What follows belongs to an exercise in optimizing a design on an open flow for small area; a production flow would make more cautious choices. Function was checked by simulation only, so behaviour that the tests miss may differ from the original. Power is estimated from default activity; no workload was simulated.

wip/zinc:
## video_uut
module video_uut (
    input  wire         clk_i           , 
    input  wire         cen_i           , 
    input  wire         rst_i           , 
    input  wire         vid_sel_i       , 
    input  wire [23:0]  vid_rgb_i       , 
    input  wire [1:0]   vh_blank_i      , 
    input  wire [2:0]   dvh_sync_i      , 
    output wire [2:0]   dvh_sync_o      , 
    output wire [23:0]  vid_rgb_o         
);
Size in the first run: about 2700 cells after synthesis, roughly 150 flip-flops, ~60 I/O pins, ~0.018 sq mm of cells after synthesis.
export LEC_CHECK = 0
export CAP_MARGIN = 20
export CORE_MARGIN = 2
export CORE_UTILIZATION = 40
export GPL_TIMING_DRIVEN = 0
export SLEW_MARGIN = 20
create_clock -name core_clock -period 13.0 [get_ports {clk_i}]
standard.sh (not shown) runs the stock make flow with config.mk's settings and CLKGATE_MAP_FILE= SYNTH_SCRIPT=/design/flow/synth_recipe.tcl, a recipe that flattens the netlist after the stock synthesis.
==> flow/flow/run.sh <==
#!/bin/bash
# The standard layout (standard.sh) with a different combinational mapping in
# synthesis:
#  - adders are left to ABC as plain logic (no full/half-adder cell
#    extraction, no Kogge-Stone carry network);
#  - ABC runs flow/deep.abc (deepsyn restructuring, then area-recovering
#    mapping) instead of ORFS's abc script.
# flow/synth.tcl is synth_recipe.tcl with an abc wrapper that swaps the script;
# registers, their names and cell types are those of the standard synthesis.
set -euo pipefail
export MY_ABC_SCRIPT="$PWD/flow/deep.abc"
bash standard.sh SYNTH_SCRIPT="$PWD/flow/synth.tcl" ADDER_MAP_FILE= SYNTH_OPERATIONS_ARGS=-nofsm CTS_ARGS="-sink_clustering_enable -repair_clock_nets -dont_use_dummy_load -sink_clustering_size 16 -sink_clustering_max_diameter 60 -buf_list {sky130_fd_sc_hd__clkbuf_8}" finish > make_finish.log 2>&1
==> flow/flow/deep.abc <==
strash
&get -n
&fraig -x
&deepsyn -T 100
&deepsyn -T 100
&put
strash
&get -n
&dch -f
&nf -R 1000
&put
==> flow/flow/synth.tcl <==
# synth_recipe.tcl with an abc wrapper: the ABC script is replaced by $MY_ABC_SCRIPT
proc synth {args} { yosys synth -nofsm -noshare {*}$args }
proc abc {args} {
  set out {}
  set skip 0
  foreach a $args {
    if {$skip} { set skip 0; continue }
    if {$a eq "-script"} { set skip 1; continue }
    lappend out $a
  }
  if {[info exists ::env(MY_ABC_SCRIPT)] && $::env(MY_ABC_SCRIPT) ne ""} {
    set out [linsert $out 0 -script $::env(MY_ABC_SCRIPT)]
  }
  yosys abc {*}$out
}
source $::env(SCRIPTS_DIR)/synth.tcl
# left out here: clear keep_hierarchy, flatten, clean up, hide names made inside functions, write 1_2_yosys.v
The inputs of wip/willow differ from those of wip/zinc as listed below.
Settings: CORE_UTILIZATION: 40 -> 60; GPL_TIMING_DRIVEN: 0 -> unset.
diff --git a/flow/flow/run.sh b/flow/flow/run.sh
--- a/flow/flow/run.sh
+++ b/flow/flow/run.sh
@@ -2 +2,3 @@
-# The standard layout (standard.sh) with a different combinational mapping in
+# The standard layout (standard.sh) with a different clock tree (clkbuf_8 only,
+# clusters of up to 20 sinks within 60 um, no dummy loads) and a different
+# combinational mapping in
@@ -12 +14,3 @@
-bash standard.sh SYNTH_SCRIPT="$PWD/flow/synth.tcl" ADDER_MAP_FILE= SYNTH_OPERATIONS_ARGS=-nofsm CTS_ARGS="-sink_clustering_enable -repair_clock_nets -dont_use_dummy_load -sink_clustering_size 16 -sink_clustering_max_diameter 60 -buf_list {sky130_fd_sc_hd__clkbuf_8}" finish > make_finish.log 2>&1
+# appended to the platform's own DONT_USE_CELLS by its "+="
+export DONT_USE_CELLS="sky130_fd_sc_hd__buf_4 sky130_fd_sc_hd__buf_6 sky130_fd_sc_hd__buf_8 sky130_fd_sc_hd__buf_12 sky130_fd_sc_hd__buf_16"
+bash standard.sh SYNTH_SCRIPT="$PWD/flow/synth.tcl" ADDER_MAP_FILE= SYNTH_OPERATIONS_ARGS=-nofsm MIN_BUF_CELL_AND_PORTS="sky130_fd_sc_hd__buf_2 A X" BUFFER_PORTS_ARGS="-buffer_cell sky130_fd_sc_hd__buf_1" CTS_ARGS="-sink_clustering_enable -repair_clock_nets -dont_use_dummy_load -sink_clustering_size 20 -sink_clustering_max_diameter 60 -buf_list {sky130_fd_sc_hd__clkbuf_8}" finish > make_finish.log 2>&1
Results
In wip/willow the combinational fraction of design power turned out 0.7 points lower than in wip/zinc. Vias: wip/willow above wip/zinc. Any difference in clock distribution power between wip/zinc and wip/willow is small enough to ignore. Side by side, met2 wirelength from detailed routing turned out lower in wip/willow than in wip/zinc. Compared with wip/zinc, final area in wip/willow decreased by a few percent. wip/willow vs. wip/zinc: largest fanout of any net on the critical path went down by 2. On proportion of power drawn by the clock network, the higher figure sits with wip/willow, not wip/zinc. wip/willow gives less shortest period the worst path allows than wip/zinc did. Fill cell total of the finished layout in wip/willow is 1972 lower than in wip/zinc. Lower share of the final layout cell area in sequential cells goes to wip/zinc over wip/willow.
Inputs modified between wip/willow and wip/garnet:
Settings: CORE_UTILIZATION now 40, was 60.
==> flow/flow/run.sh <==
#!/bin/bash
# The standard layout (standard.sh) with a different clock tree (clkbuf_8 only,
# clusters of up to 20 sinks within 60 um, no dummy loads) and a different
# combinational mapping in
# synthesis:
#  - adders are left to ABC as plain logic (no full/half-adder cell
#    extraction, no Kogge-Stone carry network);
#  - ABC runs flow/deep.abc (deepsyn restructuring, then area-recovering
#    mapping) instead of ORFS's abc script.
# flow/synth.tcl is synth_recipe.tcl with an abc wrapper that swaps the script;
# registers, their names and cell types are those of the standard synthesis.
set -euo pipefail
export MY_ABC_SCRIPT="$PWD/flow/deep.abc"
bash standard.sh SYNTH_SCRIPT="$PWD/flow/synth.tcl" ADDER_MAP_FILE= SYNTH_OPERATIONS_ARGS=-nofsm CTS_ARGS="-sink_clustering_enable -repair_clock_nets -dont_use_dummy_load -sink_clustering_size 20 -sink_clustering_max_diameter 60 -buf_list {sky130_fd_sc_hd__clkbuf_8}" finish > make_finish.log 2>&1
==> comparison <==
- wip/garnet: no failed stages, no open violations at the end
- Summary of wip/garnet over wip/willow: post-route clock period utilization fell 0.49 points, number of hold violations in the final report about even, power consumption rose 0.028 mW.
- wip/garnet vs wip/willow: placer's final routability congestion estimate down in wip/garnet
- Compared with wip/willow, wip/garnet instantiates a larger number of cells.
Changes in wip/nickel relative to wip/garnet:
Settings: a change of CAP_MARGIN from 20 to 0; an added GPL_TIMING_DRIVEN of 0; a change of SLEW_MARGIN from 20 to 0.
==> flow/flow/run.sh <==
#!/bin/bash
# The standard layout (standard.sh) with a different combinational mapping in
# synthesis:
#  - adders are left to ABC as plain logic (no full/half-adder cell
#    extraction, no Kogge-Stone carry network);
#  - ABC runs flow/deep.abc (deepsyn restructuring, then area-recovering
#    mapping) instead of ORFS's abc script.
# flow/synth.tcl is synth_recipe.tcl with an abc wrapper that swaps the script;
# registers, their names and cell types are those of the standard synthesis.
set -euo pipefail
export MY_ABC_SCRIPT="$PWD/flow/deep.abc"
bash standard.sh SYNTH_SCRIPT="$PWD/flow/synth.tcl" ADDER_MAP_FILE= SYNTH_OPERATIONS_ARGS=-nofsm CTS_ARGS="-sink_clustering_enable -repair_clock_nets -dont_use_dummy_load -sink_clustering_size 16 -sink_clustering_max_diameter 60 -buf_list {sky130_fd_sc_hd__clkbuf_8}" finish > make_finish.log 2>&1
Findings:
Note that the cell depth of the worst setup path recorded for wip/garnet amounts to 1.10 times the value seen in wip/nickel.
Status for wip/garnet and wip/nickel: clean finish in wip/garnet only
wip/nickel had finished all stages when the layout checks came back failing, citing max-capacitance violations, max-slew violations.
Looking only at number of buffers added for setup after CTS, and setting everything else aside, the higher value of wip/garnet and wip/nickel goes to wip/nickel.
Looking at non-clock buffer count, wip/nickel sits 29 lower than wip/garnet does.
Here is what was changed in the inputs of wip/maple compared with wip/nickel.
Settings: changing CAP_MARGIN from 0 to 20; changing SLEW_MARGIN from 0 to 20; removing GPL_TIMING_DRIVEN (formerly 0); changing CORE_UTILIZATION from 40 to 60.
diff --git a/flow/flow/run.sh b/flow/flow/run.sh
--- a/flow/flow/run.sh
+++ b/flow/flow/run.sh
@@ -2 +2,3 @@
-# The standard layout (standard.sh) with a different combinational mapping in
+# The standard layout (standard.sh) with a different clock tree (clkbuf_8 only,
+# clusters of up to 20 sinks within 60 um, no dummy loads) and a different
+# combinational mapping in
@@ -12 +14 @@
-bash standard.sh SYNTH_SCRIPT="$PWD/flow/synth.tcl" ADDER_MAP_FILE= SYNTH_OPERATIONS_ARGS=-nofsm CTS_ARGS="-sink_clustering_enable -repair_clock_nets -dont_use_dummy_load -sink_clustering_size 16 -sink_clustering_max_diameter 60 -buf_list {sky130_fd_sc_hd__clkbuf_8}" finish > make_finish.log 2>&1
+bash standard.sh SYNTH_SCRIPT="$PWD/flow/synth.tcl" ADDER_MAP_FILE= SYNTH_OPERATIONS_ARGS=-nofsm CTS_ARGS="-sink_clustering_enable -repair_clock_nets -dont_use_dummy_load -sink_clustering_size 20 -sink_clustering_max_diameter 60 -buf_list {sky130_fd_sc_hd__clkbuf_8}" finish > make_finish.log 2>&1
wip/maple: flow completed, timing, DRC and antenna clean. Taking wip/nickel as the reference, in wip/maple hold slack went up; pin slew with the least headroom to its limit went down 360 ps; layout-stage area growth over the synthesis result has decreased. wip/maple ends up with a proportion of power drawn by combinational gates that is 0.5 points higher than in wip/nickel. Against wip/nickel, wip/maple comes in 11 sq um lower on area taken by flip-flops and latches. Of wip/maple and wip/nickel, it is wip/maple that has the higher non-clock buffer count.

## afterwards: timing with drivers on the ports
No port has a modelled driver above. Below, the same layouts with a new extraction and two added sets of constraints.
Step 1, drivers: a clkbuf_16 drives clk_i and a buf_2 each remaining input, both assumed.
Step 2 moves the port delays by t, midway between the first and last clock arrival at a register: inputs arrive t later, outputs are due t later. That takes back most of the time a late clock gives input paths.
a / b / c = ideal / step 1 / step 2; a / b = the first two.
run | shift t [ns] | setup slack, ns | worst setup path at the end | slew at the worst register clock pin (ns)
wip/zinc | 0.605 | 0.479 / 0.479 / 0.479 | register to register | 0.11 / 0.11
wip/willow | 0.544 | 0.920 / 0.920 / 0.920 | register to register | 0.09 / 0.09
wip/garnet | 0.619 | 0.984 / 0.984 / 0.984 | register to register | 0.12 / 0.12
wip/nickel | 0.625 | 0.683 / 0.683 / 0.683 | register to register | 0.12 / 0.12
wip/maple | 0.566 | 0.972 / 0.972 / 0.972 | register to register | 0.10 / 0.10
